This design comes from an exercise in tuning for small area on the open sky130 flow, not from production work.
Only simulation tests tie the RTL to the original design; equivalence was not proved.
No run shown here takes its clock network from TritonCTS; it comes from the design's own scripts or RTL.
The flow treats the clock pin as an ideal source. Dropping or thinning the clock tree relies on that and would not hold on a real chip.
Power is estimated from default activity; no workload was simulated.

==> flow/design.v <==
`timescale 1ns / 1ps
module ddr_ctrl(
    input                       clk                     ,
    input                       rst                     ,
    input                       init_calib_complete     ,
    input       [63:0]          app_rd_data             ,
    input                       app_rd_data_end         ,
    input                       app_rd_data_valid       ,
    input                       app_rdy                 ,
    input                       app_wdf_rdy             ,
    output  wire[31:0]          app_addr                ,
    output  wire[2:0]           app_cmd                 ,
    output  reg                 app_en                  ,
    output  wire[63:0]          app_wdf_data            ,
    output  wire[31:0]          app_wdf_mask            ,
    output  wire                app_wdf_end             ,
    output  wire                app_wdf_wren            ,
    output  reg                 ddrdata_test_err
  );
    reg                         rd                      ;
    reg                         pn                      ;
    reg         [7:0]           cnt                     ;
    reg         [7:0]           bcnt                    ;
    wire        go      = app_rdy & app_wdf_rdy;
    wire        last    = cnt[7] & cnt[6] & cnt[2] & cnt[1];
    wire        pend    = cnt[7] & cnt[6] & cnt[3];
    assign  app_wdf_wren        =   app_en & ~rd & go;
    assign  app_wdf_end         =   app_wdf_wren;
    assign  app_cmd             =   {2'b00, rd};
    assign  app_addr            =   {19'd0, rd ? {cnt, 2'd0} : {2'd0, cnt}, 3'd0};
    assign  app_wdf_data        =   {56'd0, cnt};
    assign  app_wdf_mask        =   32'd0;
    always @(posedge clk or posedge rst)
    begin
        if (rst)
        begin
            app_en  <= 1'b0;
            rd      <= 1'b0;
            pn      <= 1'b0;
        end
        else if (app_en)
        begin
            if (go & last)
            begin
                app_en  <= 1'b0;
                rd      <= 1'b1;
                pn      <= ~rd;
            end
        end
        else if (!pn)
        begin
            if (rd)
            begin
                if (pend)
                begin
                    rd      <= 1'b0;
                    pn      <= 1'b1;
                end
            end
            else if (init_calib_complete)
                pn      <= 1'b1;
        end
        else if (go)
            app_en  <= 1'b1;
    end
    wire        cinc    = app_en ? go : (~pn & rd);
    wire        cclr    = app_en ? (go & last) : (~pn & (~rd | pend));
    always @(posedge clk)
        cnt     <= cclr ? 8'd0 : cnt + {7'd0, cinc};
    always @(posedge clk)
    begin
        if (!rd)
            bcnt    <= 8'd0;
        else if (app_rd_data_valid)
            bcnt    <= bcnt + 8'd1;
    end
    always @(posedge clk or posedge rst)
    begin
        if (rst)
            ddrdata_test_err    <= 1'b0;
        else if (app_rd_data_valid && app_rd_data != {56'd0, bcnt})
            ddrdata_test_err    <= 1'b1;
    end
endmodule
==> flow/flow/run.sh <==
#!/bin/bash
# The standard ORFS layout (standard.sh's make command) with these changes:
#  - synthesis maps logic with an area-oriented abc script (flow/synth.tcl),
#    and leaves adders to abc instead of mapping them to half-adder cells first;
#  - port buffers are the smallest buffer, buf_1;
#  - the constant outputs share one tie cell instead of one tie cell each;
#  - clock tree synthesis uses clkbuf_2/clkbuf_4 and adds no dummy loads, and its
#    tree is then rebuilt as 2 equal clkbuf_4 leaf buffers that the clock port
#    drives directly, each driving an equal share of the registers (flow/post_cts.tcl).
# ORFS writes each step's full log under orfs/logs; make's output goes to standard.log.
set -euo pipefail
here=$(pwd)
export MY_ABC_SCRIPT="$here/flow/abc_area.script"
export ADDER_MAP_FILE=
export BUFFER_PORTS_ARGS="-buffer_cell sky130_fd_sc_hd__buf_1"
export SKIP_REPAIR_TIE_FANOUT=1
export POST_CTS_TCL="$here/flow/post_cts.tcl"
export CTS_ARGS="-sink_clustering_enable -repair_clock_nets -dont_use_dummy_load -buf_list {sky130_fd_sc_hd__clkbuf_2 sky130_fd_sc_hd__clkbuf_4}"
sed "s#SYNTH_SCRIPT=[^ ]*#SYNTH_SCRIPT=$here/flow/synth.tcl#" standard.sh > my_standard.sh
grep -q "SYNTH_SCRIPT=$here/flow/synth.tcl" my_standard.sh
bash my_standard.sh > standard.log 2>&1
==> flow/flow/abc_area.script <==
strash
fraig
dch
amap -m
==> flow/flow/clock_tree.tcl <==
# Replace the clock tree that CTS built with a one-level tree of equal leaf
# buffers: the registers are split into nleaf groups of equal size by position,
# each group's clock pins are driven by one leaf buffer placed at the group's
# centre, and the clock port drives the leaf buffers directly. Every register
# gets its clock through exactly one buffer of the same type.
proc my_clock_tree { nleaf cell } {
  set block [ord::get_db_block]
  set clknet [$block findNet clk]
  set master [[ord::get_db] findMaster $cell]
  set sinks {}
  set old {}
  foreach inst [$block getInsts] {
    set m [[$inst getMaster] getName]
    if { [string match sky130_fd_sc_hd__df* $m] } {
      set it [$inst findITerm CLK]
      set bb [$inst getBBox]
      lappend sinks [list $it [expr {([$bb xMin] + [$bb xMax]) / 2}] [expr {([$bb yMin] + [$bb yMax]) / 2}]]
    } elseif { [string match sky130_fd_sc_hd__clkbuf* $m] && [[[$inst findITerm A] getNet] getSigType] == "CLOCK" } {
      lappend old $inst
    }
  }
  set oldnets {}
  foreach inst $old {
    set n [[$inst findITerm X] getNet]
    if { $n != "NULL" && [$n getName] != "clk" } { lappend oldnets $n }
    odb::dbInst_destroy $inst
  }
  foreach t $sinks { [lindex $t 0] disconnect }
  foreach n $oldnets { odb::dbNet_destroy $n }
  set xs [lmap t $sinks {lindex $t 1}]
  set ys [lmap t $sinks {lindex $t 2}]
  set dx [expr {[tcl::mathfunc::max {*}$xs] - [tcl::mathfunc::min {*}$xs]}]
  set dy [expr {[tcl::mathfunc::max {*}$ys] - [tcl::mathfunc::min {*}$ys]}]
  set k [expr {$dx >= $dy ? 1 : 2}]
  set sinks [lsort -integer -index $k $sinks]
  set n [llength $sinks]
  for {set g 0} {$g < $nleaf} {incr g} {
    set grp [lrange $sinks [expr {$g * $n / $nleaf}] [expr {($g + 1) * $n / $nleaf - 1}]]
    set cx 0
    set cy 0
    foreach t $grp { incr cx [lindex $t 1]; incr cy [lindex $t 2] }
    set cx [expr {$cx / [llength $grp]}]
    set cy [expr {$cy / [llength $grp]}]
    set inst [odb::dbInst_create $block $master "clkbuf_leaf_$g"]
    set net [odb::dbNet_create $block "clknet_leaf_$g"]
    $net setSigType CLOCK
    [$inst findITerm A] connect $clknet
    [$inst findITerm X] connect $net
    foreach t $grp { [lindex $t 0] connect $net }
    $inst setLocation [expr {$cx - [$master getWidth] / 2}] [expr {$cy - [$master getHeight] / 2}]
    $inst setPlacementStatus PLACED
  }
  puts "my_clock_tree: $n registers on $nleaf leaf buffers ($cell)"
}
==> flow/flow/post_cts.tcl <==
# Run by ORFS's CTS step after its own clock tree synthesis (POST_CTS_TCL):
# rebuild the clock tree as 2 equal leaf buffers driven by the clock port.
source [file join [file dirname [info script]] clock_tree.tcl]
my_clock_tree 2 sky130_fd_sc_hd__clkbuf_4
detailed_placement
check_placement -verbose
estimate_parasitics -placement
==> flow/flow/synth.tcl <==
# synth_recipe.tcl (the standard synthesis) with one change: abc maps the logic with
# an area-oriented script (abc_area.script beside this file) instead of ORFS's speed
# script. Registers, the fsm/share passes, flattening and renaming are unchanged.
proc synth {args} { yosys synth -nofsm -noshare {*}$args }
proc abc {args} {
  set i [lsearch -exact $args -script]
  if {$i >= 0} { lset args [expr {$i + 1}] $::env(MY_ABC_SCRIPT) }
  yosys abc {*}$args
}
source $::env(SCRIPTS_DIR)/synth.tcl
# left out here: clear keep_hierarchy, flatten, clean up, hide names made inside functions, write 1_2_yosys.v
==> flow/standard.sh <==
#!/bin/bash
# synth_recipe.tcl (not shown) runs the flow's synth.tcl, then flattens the netlist and writes it again
# the make line also repeats each setting of config.mk as NAME=value (left out here)
make -C /OpenROAD-flow-scripts/flow DESIGN_CONFIG=/design/flow/config.mk WORK_HOME=/design/flow/orfs CLKGATE_MAP_FILE= SYNTH_SCRIPT=/design/flow/synth_recipe.tcl "${@:-finish}"
==> flow/config.mk <==
export PLATFORM = sky130hd
export DESIGN_NAME = ddr_ctrl
export DESIGN_NICKNAME = ddr_ctrl
export VERILOG_FILES = /design/flow/design.v
export SDC_FILE = /design/flow/constraint.sdc
export NUM_CORES = 4
export LEC_CHECK = 0
export CAP_MARGIN = 20
export CORE_MARGIN = 2
export CORE_UTILIZATION = 40
export SLEW_MARGIN = 20
==> flow/constraint.sdc <==
create_clock -name core_clock -period 5.0 [get_ports {clk}]
set_input_delay 1.0000 -clock core_clock [delete_from_list [all_inputs] [get_ports {clk}]]
set_output_delay 1.0000 -clock core_clock [all_outputs]
set_load 0.01 [all_outputs]
==> notes.md, run 1 <==
Status: timing/DRC/antenna clean
Number of port buffers: 92
Sequential Area: 420 um2
Fin Clk Skew: 0.00204 ns
Sw frac: 43.1%
Final critical-path share of the clock period: 56.2%
Synthesis Warnings: 1
Die area: 0.00527 mm2
Fill cells: 487
Pwr dens: 317 mW/mm2
Asr flop ratio synth: 20.0%
Final #Nets: 311
Yosys top cell area share: 45.4%
Count leader, synth: buf_4
Multi-input gate area: 554 um2
Seq/Total Area, Yosys: 22.3%
Drc violations: 0
Total GRT Usage: 11.5%
Via/cell ratio: 4.72
Layout cells sized above 1: 0.840%
Ys flop type: dfxtp_1
Fin crit period: 2.81 ns
Die X-Extent: 72.6 um
Maximum operating frequency: 356 MHz
Gr ovfl total: 0
Area contributors post-synth: buf_4, dfxtp_1, nor2_1
Starting DRT DRC Count: 28
Crit. End Element: output port
MaxCap Viol Count: 0
Global-route wire length before repair: 5.00 mm
Clk slew on worst S/H paths: 0.11 ns
Core area: 0.00444 mm2
Number of global-route vias before repair: 1130
Pins Over Slew Limit: 0
Routed wire per std cell: 10.9 um
Final-report hold violation count: 0
Syn_nets: 329
Clk sink count: 20
Largest net degree at the start of global routing: 113
CP arrival: 1.81 ns
Peak supply drop: 0.163 mV
Setup violations, final: 0
Non-filler cells, final: 290
Initial antenna violation count: 0
Site row count: 24
Die height: 72.6 um
Finished Core Util: 32.7%
Clock Latency Late Sink: 0.17 ns
Cell variety after synth: 20
Placer congestion estimate: 0.774
Kind of critical path: flop to output port
# diodes: 0
CP max FO: 17
Post-synth top area cell: buf_4
Routed Antenna Nets: 0
Cell Int Power: 0.261 mW
Combinational power share: 41.4%
DP Cell Count: 288
Psw: 0.198 mW
Critical Path RT: 4.00 ns
Mapped Cells: 258
Worst Hold Class: flop to flop
Vias: 1368
RSZ-0062 raised after global routing: no
Average cell area after synthesis: 7.30 um2
Synthesized flop and latch total: 20
Clock power frac: 13.4%
Synth cell count leaders: buf_4, nor2_1, dfxtp_1, nand2_1
Worst Tran Pin Value: 0.869 ns
Initial Util: 42.4%
Io pins: 206
DR pass1 iterations: 4
Area growth from synthesis to layout: -22.9%
Mapped cell area: 0.00188 mm2
Reg power frac: 45.1%
Post-synth EDFFs: 0
Post-DP HPWL: 2.58 mm
Rel. slew slack: 41.5%
Startpoint types: flop
Setup TNS: 0 ns
Drt total wl: 3.16 mm
Leak pwr: 0.446 nW
[metal layers]
| layer | GRT usage [%] | vias to the layer above | share of wire, % |
|---|---|---|---|
| met3 | 2.07 | 3 | 11 |
| met2 | 19.3 | 58 | 46 |
| li1 | - | 711 | - |
| met5 | 0 | - | 0 |
| met1 | 15.2 | 596 | 42 |
| met4 | 3.09 | 0 | 0.95 |
[cell type report]
type / count / area share (%)
repair buffers: 92 / 23.8
flip-flops and latches: 20 / 28.9
multi-input cells: 110 / 38.2
well taps: 52 / 4.48
plain buffers: 2 / 1.03
inverters: 14 / 3.62
[stage by stage]
step	cell area [um2]	power [mW]	setup WS (ns)	hold WS [ns]
5_1_grt	1450	0.497	1.96	0.502
6_report	1450	0.460	2.19	0.468
3_3_place_gp	1440	0.402	2.38	0.454
2_1_floorplan	1880	0.400	2.41	0.449
3_5_place_dp	1440	0.403	2.38	0.449
[registers in the layout, indices dropped and copies added (netlist names)]
| signal | count |
|---|---|
| ddrdata_test_err | 1 |
| rd | 1 |
| bcnt | 8 |
| cnt | 8 |
| pn | 1 |
| app_en | 1 |
[cells by family (layout without fill, tap and decap cells)]
group	after synthesis	after routing	share of synthesized area, %
AND/OR/NAND/NOR	71	71	17.2
AO/OA/AOI/OAI	38	38	12.0
flip-flops	20	20	22.3
buffers and inverters	128	108	48.2
other	1	1	0.199
[worst max-delay path, stage by stage, from the launching register on]
cell and delay [ns]:
dfrtp_1 0.64, clkinv_1 0.53, o22ai_1 0.31, buf_1 0.17
[final timing paths]
kind,slack [ns],cells after the start,end,start
hold reg to reg,0.47,1,ddrdata_test_err,ddrdata_test_err
hold / removal,0.47,1,ddrdata_test_err,ddrdata_test_err
setup / recovery,2.19,3,app_addr[10],rd
min in group asynchronous,0.65,2,ddrdata_test_err,rst
max in group asynchronous,4.23,2,pn,rst
setup reg to reg,2.36,9,cnt[6],rd
[power by group through the flow]
stage / registers, mW / logic [mW] / clock network (mW)
after global placement: 0.211 / 0.191 / 0
after floorplan: 0.218 / 0.182 / 0
after global routing: 0.212 / 0.215 / 0.0704
after detailed placement: 0.211 / 0.191 / 0
final: 0.208 / 0.191 / 0.0617
[placed cells by master, fill, tap and decap left out]
master / count
o22ai_1: 7
conb_1: 1
nor3_1: 6
nand2_1: 15
nor2_1: 29
nand3_1: 2
and2_0: 1
a21o_1: 1
nor4_1: 14
a211oi_1: 8
clkinv_1: 14
clkbuf_4: 2
nand4_1: 3
a31oi_1: 1
dfrtp_1: 4
o221ai_1: 1
o21ai_0: 12
a21oi_1: 8
buf_1: 92
or2_0: 1
dfxtp_1: 16
==> inputs of run 2 (changes only) <==
==> flow/flow/abc_area.script (replaced) <==
&get -n
&st
&syn3
&put
dch
amap -m
strash
dch
amap -m
==> notes.md, run 2 <==
CP max FO: 16 (-1)
Fill cells: 494 (+1.4%)
Drt total wl: 3.18 mm (+0.57%)
Die height: 72.4 um (-0.25%)
Setup violations, final: 0 (unchanged)
Synth Area in Adders: 0% (unchanged)
Fraction of the mapped netlist area in compound gates: 12.7% (+0.67 points)
Leak pwr: 0.455 nW (+1.9%)
CP delay by family, top: buffers and inverters
# diodes: 0 (unchanged)
Kind of critical path: flop to output port
Core area: 0.00444 mm2 (unchanged)
Setup TNS: 0 ns (unchanged)
Average cell area after synthesis: 7.55 um2 (+3.5%)
Ys flop type: dfxtp_1
Yosys top cell area share: 45.7% (+0.24 points)
Global-route wire length before repair: 5.18 mm (+3.5%)
Fin Clk Skew: 0.00347 ns (+0.00144 ns)
Peak supply drop: 0.246 mV (+51%)
Total GRT Usage: 12.1% (+0.55 points)
Cell variety after synth: 25 (+25%)
Critical Path RT: 4.00 ns (about the same)
CP peak stage delay: 0.66 ns (+0.02 ns)
Starting DRT DRC Count: 23 (-18%)
Worst Tran Pin Value: 0.735 ns (-0.134 ns)
Site row count: 24 (unchanged)
Syn_nets: 319 (-3.0%)
Rel. slew slack: 50.6% (+9.1 points)
Final #Nets: 301 (-3.2%)
Seq/Total Area, Yosys: 22.4% (+0.12 points)
DR pass1 iterations: 4 (unchanged)
Count leader, synth: buf_4
Layout cells sized above 1: 0.877% (+0.037 points)
Area growth from synthesis to layout: -23.0%
Synth cell count leaders: buf_4, nor2_1, dfxtp_1, nor4_1, clkinv_1
CP max-delay cell: dfrtp_1
Startpoint types: flop
Routed wire per std cell: 11.3 um (+4.2%)
Mapped Cells: 248 (-3.9%)
Post-synth EDFFs: 0 (unchanged)
Clk slew on worst S/H paths: 0.10 ns (about the same)
DP Cell Count: 278 (-3.5%)
Vias: 1305 (-4.6%)
Synth Area in XOR/XNOR: 0.468% (+0.47 points)
Top Registers: bcnt (8), cnt (8)
Pins Over Slew Limit: 0 (unchanged)
Crit. End Element: output port
Io pins: 206 (unchanged)
Placer congestion estimate: 0.844 (+8.9%)
MaxCap Viol Count: 0 (unchanged)
Final critical-path share of the clock period: 56.4% (+0.26 points)
Clk sink count: 20 (unchanged)
Most common cell after layout, fill and taps aside: buf_1
Via/cell ratio: 4.66 (-1.2%)
Die X-Extent: 72.4 um (-0.25%)
Largest net degree at the start of global routing: 113 (unchanged)
Non-filler cells, final: 280 (-3.4%)
Initial antenna violation count: 0 (unchanged)
Final-report hold violation count: 0 (unchanged)
Synthesis Warnings: 1 (unchanged)
Post-synth top area cell: buf_4
Clock Latency Late Sink: 0.16 ns (about the same)
Maximum operating frequency: 354 MHz (-0.45%)
Fin crit period: 2.82 ns (+0.0128 ns)
Cells along the critical path: clkinv_1 -> o22ai_1 -> buf_1
Most frequent cells in the layout: buf_1, nor2_1, nor4_1, dfxtp_1, clkinv_1
Buf/Inv on CP: 2 (unchanged)
Mapped cell area: 0.00187 mm2 (-0.53%)
Drc violations: 0 (unchanged)
Gr ovfl total: 0 (unchanged)
Initial Util: 42.1% (-0.23 points)
RSZ-0062 raised after global routing: no
Post-synthesis simple-gate area fraction: 15.5% (-1.7 points)
Status: timing/DRC/antenna clean
Synthesized flop and latch total: 20 (unchanged)
Pwr dens: 535 mW/mm2 (+69%)
Main combinational cell family by area after synthesis: buffers and inverters
Routed Antenna Nets: 0 (unchanged)
Worst Hold Class: flop to flop
Mux cell area share after synthesis: 0% (unchanged)
Die area: 0.00525 mm2 (-0.50%)
Number of global-route vias before repair: 1133 (+0.27%)
Post-DP HPWL: 2.62 mm (+1.7%)
Number of port buffers: 92 (unchanged)
Area contributors post-synth: buf_4, dfxtp_1, nor2_1
CP arrival: 1.82 ns (about the same)
Asr flop ratio synth: 20.0% (unchanged)
==> run 2: path summary, 6_finish.rpt <==
check                         from          end  slack [ns]  cells past startpoint
min                        bcnt[0]      bcnt[0]        0.50                      2
min in group asynchronous      rst       app_en        0.65                      2
min reg2reg                bcnt[0]      bcnt[0]        0.50                      2
max reg2reg                     rd       cnt[6]        2.23                     10
max in group asynchronous      rst           pn        4.22                      2
max                             rd  app_addr[7]        2.18                      3
==> run 2: final cells by class <==
class,instances,area (um2),share of cell area [%]
inverters,15,56.3,3.90
repair buffers,92,345,23.9
well taps,52,65.1,4.51
multi-input cells,99,541,37.5
plain buffers,2,15.0,1.04
flip-flops and latches,20,420,29.1
==> run 2: report_power, final <==
part           internal (mW)  total [mW]  switching (mW)
Sequential             0.236       0.313          0.0771
Combinational          0.146       0.401           0.255
Clock                 0.0192      0.0584          0.0392
Total                  0.401       0.772           0.372
==> run 2: kinds of logic (layout without fill, tap and decap cells) <==
group / Yosys count / after routing
AO/OA/AOI/OAI: 37 / 37
XOR/XNOR: 1 / 1
buffers and inverters: 129 / 109
flip-flops: 20 / 20
other: 1 / 1
AND/OR/NAND/NOR: 60 / 60
==> run 2: per-layer routing <==
layer / GRT usage (%) / routed length, um
met2: 19.4 / 1390
met5: 0 / 0
met1: 16.5 / 1410
met4: 3.09 / 29
met3: 2.50 / 339
==> run 2: metrics by stage <==
stage               power, mW  instance area, um2  worst slack, ns  util [%]  hold slack [ns]
floorplan               0.656                1870             2.53         -            0.455
global placement        0.719                1430             2.27      32.1            0.463
detailed placement      0.719                1430             2.28      32.1            0.475
global route            0.851                1440             1.82      32.5            0.513
finish                  0.772                1440             2.18      32.5            0.499
==> run 2: tightest hold or removal path, cell delays in order (launching register included) <==
cell      delay, ns
dfxtp_1        0.31
clkinv_1       0.08
a211oi_1       0.07
==> inputs of run 3 (changes only) <==
--- a/flow/flow/run.sh
+++ b/flow/flow/run.sh
@@ -6,5 +6,5 @@
 #  - the constant outputs share one tie cell instead of one tie cell each;
 #  - clock tree synthesis uses clkbuf_2/clkbuf_4 and adds no dummy loads, and its
-#    tree is then rebuilt as 2 equal clkbuf_4 leaf buffers that the clock port
+#    tree is then rebuilt as 3 equal clkbuf_4 leaf buffers that the clock port
 #    drives directly, each driving an equal share of the registers (flow/post_cts.tcl).
 # ORFS writes each step's full log under orfs/logs; make's output goes to standard.log.
==> flow/flow/abc_area.script (replaced) <==
strash
fraig
dch
amap -m
==> flow/flow/post_cts.tcl (replaced) <==
# Run by ORFS's CTS step after its own clock tree synthesis (POST_CTS_TCL):
# rebuild the clock tree as 3 equal leaf buffers driven by the clock port.
source [file join [file dirname [info script]] clock_tree.tcl]
my_clock_tree 3 sky130_fd_sc_hd__clkbuf_4
detailed_placement
check_placement -verbose
estimate_parasitics -placement
==> notes.md, run 3 <==
CP max FO: 17 (+1)
Final-report hold violation count: 0 (unchanged)
Finished Core Util: 32.9% (+0.39 points)
Most common cell after layout, fill and taps aside: buf_1
Drt total wl: 3.20 mm (+0.82%)
Worst Hold Class: flop to flop
Core area: 0.00444 mm2 (unchanged)
Post-synth top area cell: buf_4
Setup violations, final: 0 (unchanged)
Met3 Use GR: 2.90% (+0.40 points)
Starting DRT DRC Count: 20 (-13%)
Clock Latency Late Sink: 0.15 ns (about the same)
WHS Endpoint: ddrdata_test_err
Count leader, synth: buf_4
Mapped cell area: 0.00188 mm2 (+0.53%)
Setup WS post-layout: 2.22 ns (+0.0435 ns)
Largest net degree at the start of global routing: 113 (unchanged)
Pins Over Slew Limit: 0 (unchanged)
Power Total: 0.471 mW (-39%)
Placed cell areas: 0.00144 mm2 (+0.70%)
Die X-Extent: 72.6 um (+0.25%)
Top Registers: bcnt (8), cnt (8)
Gr busiest metal: met2
Final instance area: 0.00146 mm2 (+1.2%)
Average cell area after synthesis: 7.30 um2 (-3.4%)
Rel. slew slack: 41.6% (-9.0 points)
Most frequent cells in the layout: buf_1, nor2_1, dfxtp_1
Worst reg2reg path startpoint: rd
Drc violations: 0 (unchanged)
Yosys top cell area share: 45.4% (-0.24 points)
Maximum operating frequency: 360 MHz (+1.6%)
Pwr dens: 323 mW/mm2 (-40%)
MaxCap Viol Count: 0 (unchanged)
Post-DP HPWL: 2.58 mm (-1.6%)
Placer congestion estimate: 0.774 (-8.2%)
Hold path start: ddrdata_test_err
Area contributors post-synth: buf_4, dfxtp_1, nor2_1
Startpoint types: flop
Fill cells: 484 (-2.0%)
Routed wire per std cell: 11.0 um (-3.0%)
Synth cell count leaders: buf_4, nor2_1, dfxtp_1, nand2_1
Non-filler cells, final: 291 (+3.9%)
Cells along the critical path: clkinv_1 -> o22ai_1 -> buf_1
Fin crit period: 2.78 ns (-0.0435 ns)
Clk slew on worst S/H paths: 0.08 ns (-0.02 ns)
Status: timing/DRC/antenna clean
Leak pwr: 0.451 nW (-0.86%)
Buf/Inv on CP: 2 (unchanged)
Met2 usage: 19.0% (-0.38 points)
Worst Tran Pin Value: 0.867 ns (+0.132 ns)
Worst hold stages: 1 (-1)
Gr ovfl total: 0 (unchanged)
Synthesis Warnings: 1 (unchanged)
Global-route wire length before repair: 5.09 mm (-1.6%)
Final #Nets: 312 (+3.7%)
Vias: 1365 (+4.6%)
Seq/Total Area, Yosys: 22.3% (-0.12 points)
Place WS: 2.38 ns (+0.0979 ns)
Hold Slack: 0.460 ns (-0.0385 ns)
Post-synth EDFFs: 0 (unchanged)
Mapped Cells: 258 (+4.0%)
DP Cell Count: 288 (+3.6%)
Via/cell ratio: 4.69 (+0.64%)
Kind of critical path: flop to output port
CP delay by family, top: buffers and inverters
Number of global-route vias before repair: 1131 (-0.18%)
RSZ-0062 raised after global routing: no
CP peak stage delay: 0.62 ns (-0.04 ns)
Worst-case reg-to-reg path depth: 9 (-1)
Crit. End Element: output port
Routed Antenna Nets: 0 (unchanged)
Synthesized flop and latch total: 20 (unchanged)
Number of port buffers: 92 (unchanged)
Fin Clk Skew: 0.00930 ns (+0.00583 ns)
Met1 Use GR: 15.8% (-0.70 points)
Area growth from synthesis to layout: -22.5%
CP arrival: 1.78 ns (-0.04 ns)
CP max-delay cell: dfrtp_1
Io pins: 206 (unchanged)
Layout cells sized above 1: 1.26% (+0.38 points)
Die height: 72.6 um (+0.25%)
Clk sink count: 20 (unchanged)
DR pass1 iterations: 4 (unchanged)
Final critical-path share of the clock period: 55.6% (-0.87 points)
Reg2reg setup slack: 2.36 ns (+0.13 ns)
Setup TNS: 0 ns (unchanged)
Initial Util: 42.4% (+0.23 points)
Die area: 0.00527 mm2 (+0.50%)
# diodes: 0 (unchanged)
Total GRT Usage: 11.9% (-0.17 points)
Initial antenna violation count: 0 (unchanged)
Critical Path RT: 4.00 ns (about the same)
Ys flop type: dfxtp_1
Asr flop ratio synth: 20.0% (unchanged)
Site row count: 24 (unchanged)
Peak supply drop: 0.193 mV (-22%)
Cell variety after synth: 20 (-20%)
Syn_nets: 329 (+3.1%)
Reg2Reg Capture Point: cnt[6]
==> run 3: cell type report <==
| class | count | area (um2) | share of cell area, % |
|---|---|---|---|
| sequential | 20 | 420 | 28.8 |
| tap | 52 | 65.1 | 4.46 |
| inverter | 14 | 52.6 | 3.60 |
| buffer | 3 | 22.5 | 1.54 |
| multi-input combinational | 110 | 554 | 38.0 |
| timing repair buffer | 92 | 345 | 23.7 |
==> run 3: power by group <==
part | leakage, nW | switching [mW] | internal [mW]
Sequential | 0.171 | 0.0231 | 0.184
Combinational | 0.266 | 0.133 | 0.0580
Clock | 0.0138 | 0.0442 | 0.0287
Total | 0.451 | 0.200 | 0.271
==> run 3: logic make-up after synthesis <==
kind of cell,synth area share [%]
other,0.199
buffers and inverters,48.2
flip-flops,22.3
AND/OR/NAND/NOR,17.2
AO/OA/AOI/OAI,12.0
==> run 3: worst max path at each step <==
stage	slack, ns	cells after the start	from	end
after detailed placement	2.38	9	rd	cnt[6]
final	2.22	3	rd	app_addr[10]
after floorplan	2.41	3	app_rdy	app_wdf_wren
after global routing	1.99	3	rd	app_addr[5]
after global placement	2.38	3	rd	app_addr[9]
==> run 3: layer usage <==
layer	wire length, um	vias to the layer above
met5	0	-
met2	1430	61
li1	-	715
met3	357	3
met4	38	0
met1	1370	586

what the ideal ports hide:
How much do the figures lean on ideal ports? The routed layouts below were timed once more, with nothing changed but the port constraints.
Step 1 sets driving cells, clkbuf_16 on the clock port and buf_2 on the other inputs (assumed; they add their load-dependent delay and slew).
Step 2 times the ports against the registers' clock, not the clock port: input delays grow and output delays shrink by t, the midpoint of the rising clock arrivals with the driver on.
a / b / c = ideal / step 1 / step 2; a / b = the first two.
run	t, ns	setup WS [ns]	worst hold slack (ns)
run 1	0.194	2.191 / 2.163 / 2.357	0.468 / 0.468 / 0.468
run 2	0.189	2.178 / 2.150 / 2.231	0.499 / 0.499 / 0.499
run 3	0.183	2.221 / 2.185 / 2.364	0.460 / 0.460 / 0.460
After both steps every run listed still meets setup and hold.
